What follows belongs to an exercise in optimizing a design on an open flow for small area; a production flow would make more cautious choices.
Power figures rest on the tool's default switching activity, not on a simulated workload.

## vlt
module vlt (
    input clock
  , input reset
  , input important
  , input [8:0] opcode
  , input [9:0] start_ts
  , input [9:0] end_ts
  , input [11:0] prev_vbits
  , output [3:0] iq_shift1
  , output [3:0] iq_shift2
  , output iq_shift1_v
  , output iq_shift2_v
  , output [17:0] iq_vbits
  , output [3:0] rob_shift1
  , output [3:0] rob_shift2
  , output rob_shift1_v
  , output rob_shift2_v
  , output [17:0] rob_vbits
  , output [3:0] lq_shift1
  , output [3:0] lq_shift2
  , output lq_shift1_v
  , output lq_shift2_v
  , output [17:0] lq_vbits
  , output [3:0] sq_shift1
  , output [3:0] sq_shift2
  , output sq_shift1_v
  , output sq_shift2_v
  , output [17:0] sq_vbits
  , output [3:0] instbuff_shift1
  , output [3:0] instbuff_shift2
  , output instbuff_shift1_v
  , output instbuff_shift2_v
  , output [17:0] instbuff_vbits
  , input [11:0] total_qvbits0
  , input [11:0] total_qvbits1
  , input [11:0] total_qvbits2
  , input [11:0] total_qvbits3
  , input [9:0] rf_vbits_adj
  , input rf_vbits_adj_mode
  , input [11:0] total_sq_vbits
  , input [31:0] rf_live_vector
  , input [31:0] rf_kill_vector
  , output [19:0] total_svf
  , output [9:0] counter_iq
  , output [9:0] counter_rob
  , output [9:0] counter_lq
  , output [9:0] counter_sq
  , output [9:0] counter_instbuff
  );
Size: roughly 1600 cells after synthesis, ~390 I/O pins, ~0.013 mm2 of cells after synthesis.
==> flow/config.mk <==
export PLATFORM = sky130hd
export DESIGN_NAME = vlt
export DESIGN_NICKNAME = vlt
export VERILOG_FILES = /design/flow/design.v
export SDC_FILE = /design/flow/constraint.sdc
export NUM_CORES = 4
export LEC_CHECK = 0
export ABC_AREA = 1
export CAP_MARGIN = 20
export CORE_MARGIN = 2
export CORE_UTILIZATION = 40
export PLACE_DENSITY = 0.6
export SLEW_MARGIN = 20
export SYNTH_HIERARCHICAL = 1
export SYNTH_MINIMUM_KEEP_SIZE = 0
==> flow/constraint.sdc <==
create_clock -name core_clock -period 9.0 [get_ports {clock}]
set_input_delay 1.8000 -clock core_clock [delete_from_list [all_inputs] [get_ports {clock}]]
set_output_delay 1.8000 -clock core_clock [all_outputs]
set_load 0.01 [all_outputs]
standard.sh (not shown) runs the stock make flow with config.mk's settings and CLKGATE_MAP_FILE= SYNTH_SCRIPT=/design/flow/synth_recipe.tcl, a recipe that flattens the netlist after the stock synthesis.
==> flow/flow/run.sh <==
#!/bin/bash
# The standard layout (the standard.sh, unchanged synthesis and steps), except that
# buffer_ports puts a sky130_fd_sc_hd__buf_1 on each input and output port instead of the
# cell it would pick itself. Each tool's output goes to the ORFS logs under orfs/logs/ and
# make's own output to standard.log.
set -euo pipefail
export BUFFER_PORTS_ARGS="-buffer_cell sky130_fd_sc_hd__buf_1"
bash standard.sh > standard.log 2>&1
Rerun with:
==> flow/flow/run.sh (replaced) <==
#!/bin/bash
# Own layout flow: the standard synthesis (standard.sh, unchanged), then the
# combinational cells between the standard synthesis's registers and adder cells are
# re-mapped by ABC for area (remap.tcl), then the standard layout steps.
# Port buffers use sky130_fd_sc_hd__buf_1.
# Logs: synth.log (standard synthesis), remap.log (yosys/ABC re-map), standard.log (the
# layout steps); each ORFS step also keeps its own log under orfs/logs/.
set -euo pipefail
HERE=$(pwd)
R=$HERE/orfs/results/sky130hd/vlt/base
export BUFFER_PORTS_ARGS="-buffer_cell sky130_fd_sc_hd__buf_1"
bash standard.sh $R/1_2_yosys.v > synth.log 2>&1
cp $R/1_2_yosys.v std_1_2_yosys.v
YOSYS=$FLOW_HOME/../tools/install/yosys/bin/yosys
[ -x "$YOSYS" ] || YOSYS=yosys
LIB=$FLOW_HOME/platforms/sky130hd/lib/sky130_fd_sc_hd__tt_025C_1v80.lib
DU=$(grep -o -- "-dont_use [^ ]*" $HERE/orfs/logs/sky130hd/vlt/base/1_2_yosys.log | sort -u | tr '\n' ' ')
printf 'strash\ndch -f\nmap -a\namap\ntopo\nbuffer -c\nupsize -c\ndnsize -c\n' > area.abc
cat > remap.ys <<Y
read_liberty -ignore_miss_func $LIB
read_verilog std_1_2_yosys.v
hierarchy -top $FLOW_TOP
select -module $FLOW_TOP -list
Y
KEEP=$(grep -o "sky130_fd_sc_hd__[a-z0-9_]*" std_1_2_yosys.v | sort -u | grep -E "__(fa|ha|df|sdf|edf|dl|conb)" | tr '\n' ' ')
cat > remap.ys <<Y
read_liberty -ignore_miss_func $LIB
read_verilog std_1_2_yosys.v
hierarchy -top $FLOW_TOP
setattr -mod -set keep_hierarchy 1 $KEEP
flatten
blackbox $KEEP
delete t:\$scopeinfo
opt_clean -purge
tee -o remap_before.txt stat -liberty $LIB
abc -script area.abc -liberty $LIB $DU -constr $HERE/orfs/objects/sky130hd/vlt/base/abc.constr -D 9000
opt_clean -purge
splitnets
opt_clean -purge
hilomap -singleton -hicell sky130_fd_sc_hd__conb_1 HI -locell sky130_fd_sc_hd__conb_1 LO
insbuf -buf sky130_fd_sc_hd__buf_4 A X
opt_clean -purge
tee -o remap_after.txt stat -liberty $LIB
write_verilog -noattr -nohex -nodec -noexpr remap_1_2_yosys.v
Y
$YOSYS -l remap.log -q remap.ys > /dev/null 2>&1
grep -q "^module $FLOW_TOP" remap_1_2_yosys.v
cp remap_1_2_yosys.v $R/1_2_yosys.v
touch $R/1_2_yosys.v
bash standard.sh > standard.log 2>&1
Outcome:
- The new run finished with timing, DRC and antenna clean
- combinational power shrinks by about 6%
- hold slack got worse by 0.015 ns
- count of clock-buffer cells in the layout grows by 1
- wire length falls by 9.4%
Rerun with:
--- a/flow/flow/run.sh
+++ b/flow/flow/run.sh
@@ -17,3 +17,3 @@
 DU=$(grep -o -- "-dont_use [^ ]*" $HERE/orfs/logs/sky130hd/vlt/base/1_2_yosys.log | sort -u | tr '\n' ' ')
-printf 'strash\ndch -f\nmap -a\namap\ntopo\nbuffer -c\nupsize -c\ndnsize -c\n' > area.abc
+printf 'strash\ndch -f\nmap -a\namap\ntopo\n' > area.abc
 cat > remap.ys <<Y
@@ -35,3 +35,3 @@
 tee -o remap_before.txt stat -liberty $LIB
-abc -script area.abc -liberty $LIB $DU -constr $HERE/orfs/objects/sky130hd/vlt/base/abc.constr -D 9000
+abc -script area.abc -liberty $LIB $DU
 opt_clean -purge
Result: Global-route usage went up by 2.4 points; design area climbs by 2.8%; cell count increases by 3.1%; via count rises by 2.3%; wire length came out higher by 6.8%; clock-buffer cell count went down by 1.
Function was not checked in any run of this note: the RTL went through the layout flow alone.

re-timing with driven ports:
The results above use ideal ports. As a check the final layouts listed here were re-extracted and re-timed, cells and wires unchanged.
Step 1 sets driving cells, clkbuf_16 on the clock port and buf_2 on the other inputs (assumed; they add their load-dependent delay and slew).
Step 2 moves the port delays by t, midway between the first and last clock arrival at a register: inputs arrive t later, outputs are due t later. That takes back most of the time a late clock gives input paths.
Three values: ideal, step 1, step 2; two values: the first two.
run | shift t [ns] | setup slack, ns | latest minus earliest clock arrival (ns)
the first run | 0.403 | 0.252 / 0.243 / -0.127 | 0.014 / 0.014
the second run | 0.396 | 0.224 / 0.175 / -0.042 | 0.013 / 0.013
the third run | 0.403 | 0.259 / 0.213 / -0.098 | 0.015 / 0.016
With both steps, setup timing fails in every run listed, where it was met with ideal ports. The setup slack of the first run, which loses most, moves by -0.009 ns with the drivers and by -0.379 ns with both steps.
